What follows belongs to an exercise in optimizing a design on an open flow for small area; a production flow would make more cautious choices.
Function was checked by simulation only, so behaviour that the tests miss may differ from the original.
Power is estimated from default activity; no workload was simulated.

==> job 2617: inputs <==
==> flow/design.v (excerpt) <==
module multiplier #(
    parameter LOGDEPTH = 6,
    parameter WIDTH = 32
) (
    input  logic                    clk,
    input  logic                    rst,
    input  logic                    EN_mult,
    output logic                    EN_writeMem,
    output logic [LOGDEPTH-1:0]     writeMem_addr,
    input  logic [16-1:0]           mult_input0,
    input  logic [16-1:0]           mult_input1,
    output logic [WIDTH-1:0]        writeMem_val,
    output logic                    RDY_mult,
    input  logic                    EN_blockRead,
    output logic                    VALID_memVal,
    output logic [WIDTH-1:0]        memVal_data,
    output logic                    EN_readMem,
    output logic [LOGDEPTH-1:0]     readMem_addr,
    input  logic [WIDTH-1:0]        readMem_val
);
export LEC_CHECK = 0
export CAP_MARGIN = 20
export CORE_MARGIN = 2
export CORE_UTILIZATION = 70
export GPL_TIMING_DRIVEN = 0
export SETUP_SLACK_MARGIN = 0.1
export SLEW_MARGIN = 20
export SYNTH_HIERARCHICAL = 1
export SYNTH_MINIMUM_KEEP_SIZE = 0
create_clock -name core_clock -period 4.0 [get_ports {clk}]
standard.sh (not shown) runs the stock make flow with config.mk's settings and CLKGATE_MAP_FILE= SYNTH_SCRIPT=/design/flow/synth_recipe.tcl, a recipe that flattens the netlist after the stock synthesis.
==> flow/flow/run.sh <==
#!/bin/bash
# The standard layout (the standard.sh, which runs ORFS) with these changes:
#  - the port buffers are buf_1 cells (buffer_ports picks a larger delay cell by default);
#  - clock tree synthesis inserts no dummy loads and uses the clock buffers and
#    sink clusters given in CTS_ARGS;
#  - the other ORFS settings given below.
# Each tool run writes its full output to its own log in this folder.
set -euo pipefail
ARGS=(
  BUFFER_PORTS_ARGS="-buffer_cell sky130_fd_sc_hd__buf_1"
  CTS_ARGS="-sink_clustering_enable -repair_clock_nets -dont_use_dummy_load -root_buf sky130_fd_sc_hd__clkbuf_8 -buf_list {sky130_fd_sc_hd__clkbuf_8} -sink_clustering_size 18 -sink_clustering_max_diameter 70"
  REMOVE_ABC_BUFFERS=1
)
bash standard.sh "${ARGS[@]}" floorplan > standard_floorplan.log 2>&1
ODB_FILE=orfs/results/sky130hd/multiplier/base/2_floorplan.odb REG_MASTER=sky130_fd_sc_hd__dfxtp_2 \
  openroad -no_init -exit flow/upsize_regs.tcl > upsize_regs.log 2>&1
bash standard.sh "${ARGS[@]}" finish > standard.log 2>&1
==> flow/flow/upsize_regs.tcl <==
set odb_file $::env(ODB_FILE)
read_db $odb_file
set db [ord::get_db]
set block [ord::get_db_block]
set big [$db findMaster $::env(REG_MASTER)]
set n 0
foreach inst [$block getInsts] {
  set name [string map {\\ {}} [$inst getName]]
  if {[[$inst getMaster] getName] ne "sky130_fd_sc_hd__dfxtp_1"} { continue }
  if {[regexp {^[ab]_q\[7\]\[[0-9]+\]} $name]} {
    $inst swapMaster $big
    incr n
  }
}
puts "upsized $n registers to $::env(REG_MASTER)"
write_db $odb_file
==> inputs of job 9691, as changes to job 2617 <==
==> flow/run.sh (new file) <==
#!/bin/bash
# synth_recipe.tcl (not shown) runs the flow's synth.tcl, then flattens the netlist and writes it again
# the make line also repeats each setting of config.mk as NAME=value (left out here)
make -C /OpenROAD-flow-scripts/flow DESIGN_CONFIG=/design/flow/config.mk WORK_HOME=/design/flow/orfs CLKGATE_MAP_FILE= SYNTH_SCRIPT=/design/flow/synth_recipe.tcl finish
CORE_UTILIZATION = 40   (was 70)
GPL_TIMING_DRIVEN = not set   (was 0)
SETUP_SLACK_MARGIN = not set   (was 0.1)
removed: flow/flow/run.sh
removed: flow/flow/upsize_regs.tcl
removed: flow/standard.sh
==> inputs of job 6458, as changes to job 2617 <==
--- a/flow/flow/run.sh
+++ b/flow/flow/run.sh
@@ -10,3 +10,3 @@
   BUFFER_PORTS_ARGS="-buffer_cell sky130_fd_sc_hd__buf_1"
-  CTS_ARGS="-sink_clustering_enable -repair_clock_nets -dont_use_dummy_load -root_buf sky130_fd_sc_hd__clkbuf_8 -buf_list {sky130_fd_sc_hd__clkbuf_8} -sink_clustering_size 18 -sink_clustering_max_diameter 70"
+  CTS_ARGS="-sink_clustering_enable -repair_clock_nets -dont_use_dummy_load -buf_list {sky130_fd_sc_hd__clkbuf_16} -sink_clustering_size 30 -sink_clustering_max_diameter 100"
   REMOVE_ABC_BUFFERS=1
CORE_UTILIZATION = 80   (was 70)
==> inputs of job 7723, as changes to job 2617 <==
--- a/flow/flow/run.sh
+++ b/flow/flow/run.sh
@@ -10,3 +10,3 @@
   BUFFER_PORTS_ARGS="-buffer_cell sky130_fd_sc_hd__buf_1"
-  CTS_ARGS="-sink_clustering_enable -repair_clock_nets -dont_use_dummy_load -root_buf sky130_fd_sc_hd__clkbuf_8 -buf_list {sky130_fd_sc_hd__clkbuf_8} -sink_clustering_size 18 -sink_clustering_max_diameter 70"
+  CTS_ARGS="-sink_clustering_enable -repair_clock_nets -dont_use_dummy_load -buf_list {sky130_fd_sc_hd__clkbuf_16} -sink_clustering_size 33 -sink_clustering_max_diameter 100"
   REMOVE_ABC_BUFFERS=1
==> qor summary <==
Total half-perimeter wirelength after legalization and detailed placement: job 2617 17,000 um; job 6458 18,860 um; job 7723 17,000 um; job 9691 19,310 um
Run status: job 2617 timing/DRC/antenna clean; job 6458 timing/DRC/antenna clean; job 7723 timing/DRC/antenna clean; job 9691 timing/DRC/antenna clean
Power share of the combinational group: job 2617 0.318; job 6458 0.318; job 7723 0.313; job 9691 0.277
Power Internal: job 2617 5.962 mW; job 6458 6.134 mW; job 7723 6.105 mW; job 9691 7.784 mW
Violation count after the first detailed-routing iteration: job 2617 512; job 6458 868; job 7723 531; job 9691 331
Arrival time at the worst endpoint: job 2617 4.16 ns; job 6458 4.19 ns; job 7723 4.11 ns; job 9691 4.12 ns
Reg-to-reg startpoint: job 2617 b_q[7][8]; job 6458 a_q[7][6]; job 7723 b_q[7][7]; job 9691 b_q[7][7]
Number of buffers created by CTS: job 2617 24; job 6458 15; job 7723 15; job 9691 37
Metal1 wirelength: job 2617 10,180 um; job 6458 10,140 um; job 7723 10,330 um; job 9691 12,290 um
Cell area reported after detailed placement: job 2617 14,170 sq um; job 6458 14,120 sq um; job 7723 14,170 sq um; job 9691 15,250 sq um
Worst-case setup slack after placement: job 2617 0.3006 ns; job 6458 0.3092 ns; job 7723 0.3006 ns; job 9691 0.2556 ns
Area of the die: job 2617 21,170 sq um; job 6458 18,590 sq um; job 7723 21,170 sq um; job 9691 36,550 sq um
Post-route setup slack: job 2617 0.2598 ns; job 6458 0.1903 ns; job 7723 0.2809 ns; job 9691 0.2850 ns
Clock network power: job 2617 1.49 mW; job 6458 1.66 mW; job 7723 1.64 mW; job 9691 3.47 mW

what the ideal ports hide:
In the flow no input, the clock included, has a driving cell. The finished layouts below were timed again as built, in two steps. Step 1: set_driving_cell puts a clkbuf_16 on clk and a buf_2 on each other input, an assumption about the parent block. Step 2 adds t to the input delays and takes it off the output delays; t is the mean of the earliest and latest rising clock arrival at the registers after step 1. Input paths then give back, and output paths get back, about the clock's delay inside the block. a / b / c = no drivers / after step 1 / after step 2; a / b = the first two.
| run | t (ns) | setup slack, ns | slew at the worst register clock pin (ns) |
|---|---|---|---|
| job 2617 | 0.588 | 0.260 / 0.260 / 0.260 | 0.10 / 0.10 |
| job 9691 | 0.564 | 0.285 / 0.285 / 0.285 | 0.06 / 0.06 |
| job 6458 | 0.544 | 0.190 / 0.190 / 0.190 | 0.11 / 0.11 |
| job 7723 | 0.530 | 0.281 / 0.281 / 0.281 | 0.12 / 0.12 |
After both steps every run listed still meets setup and hold.
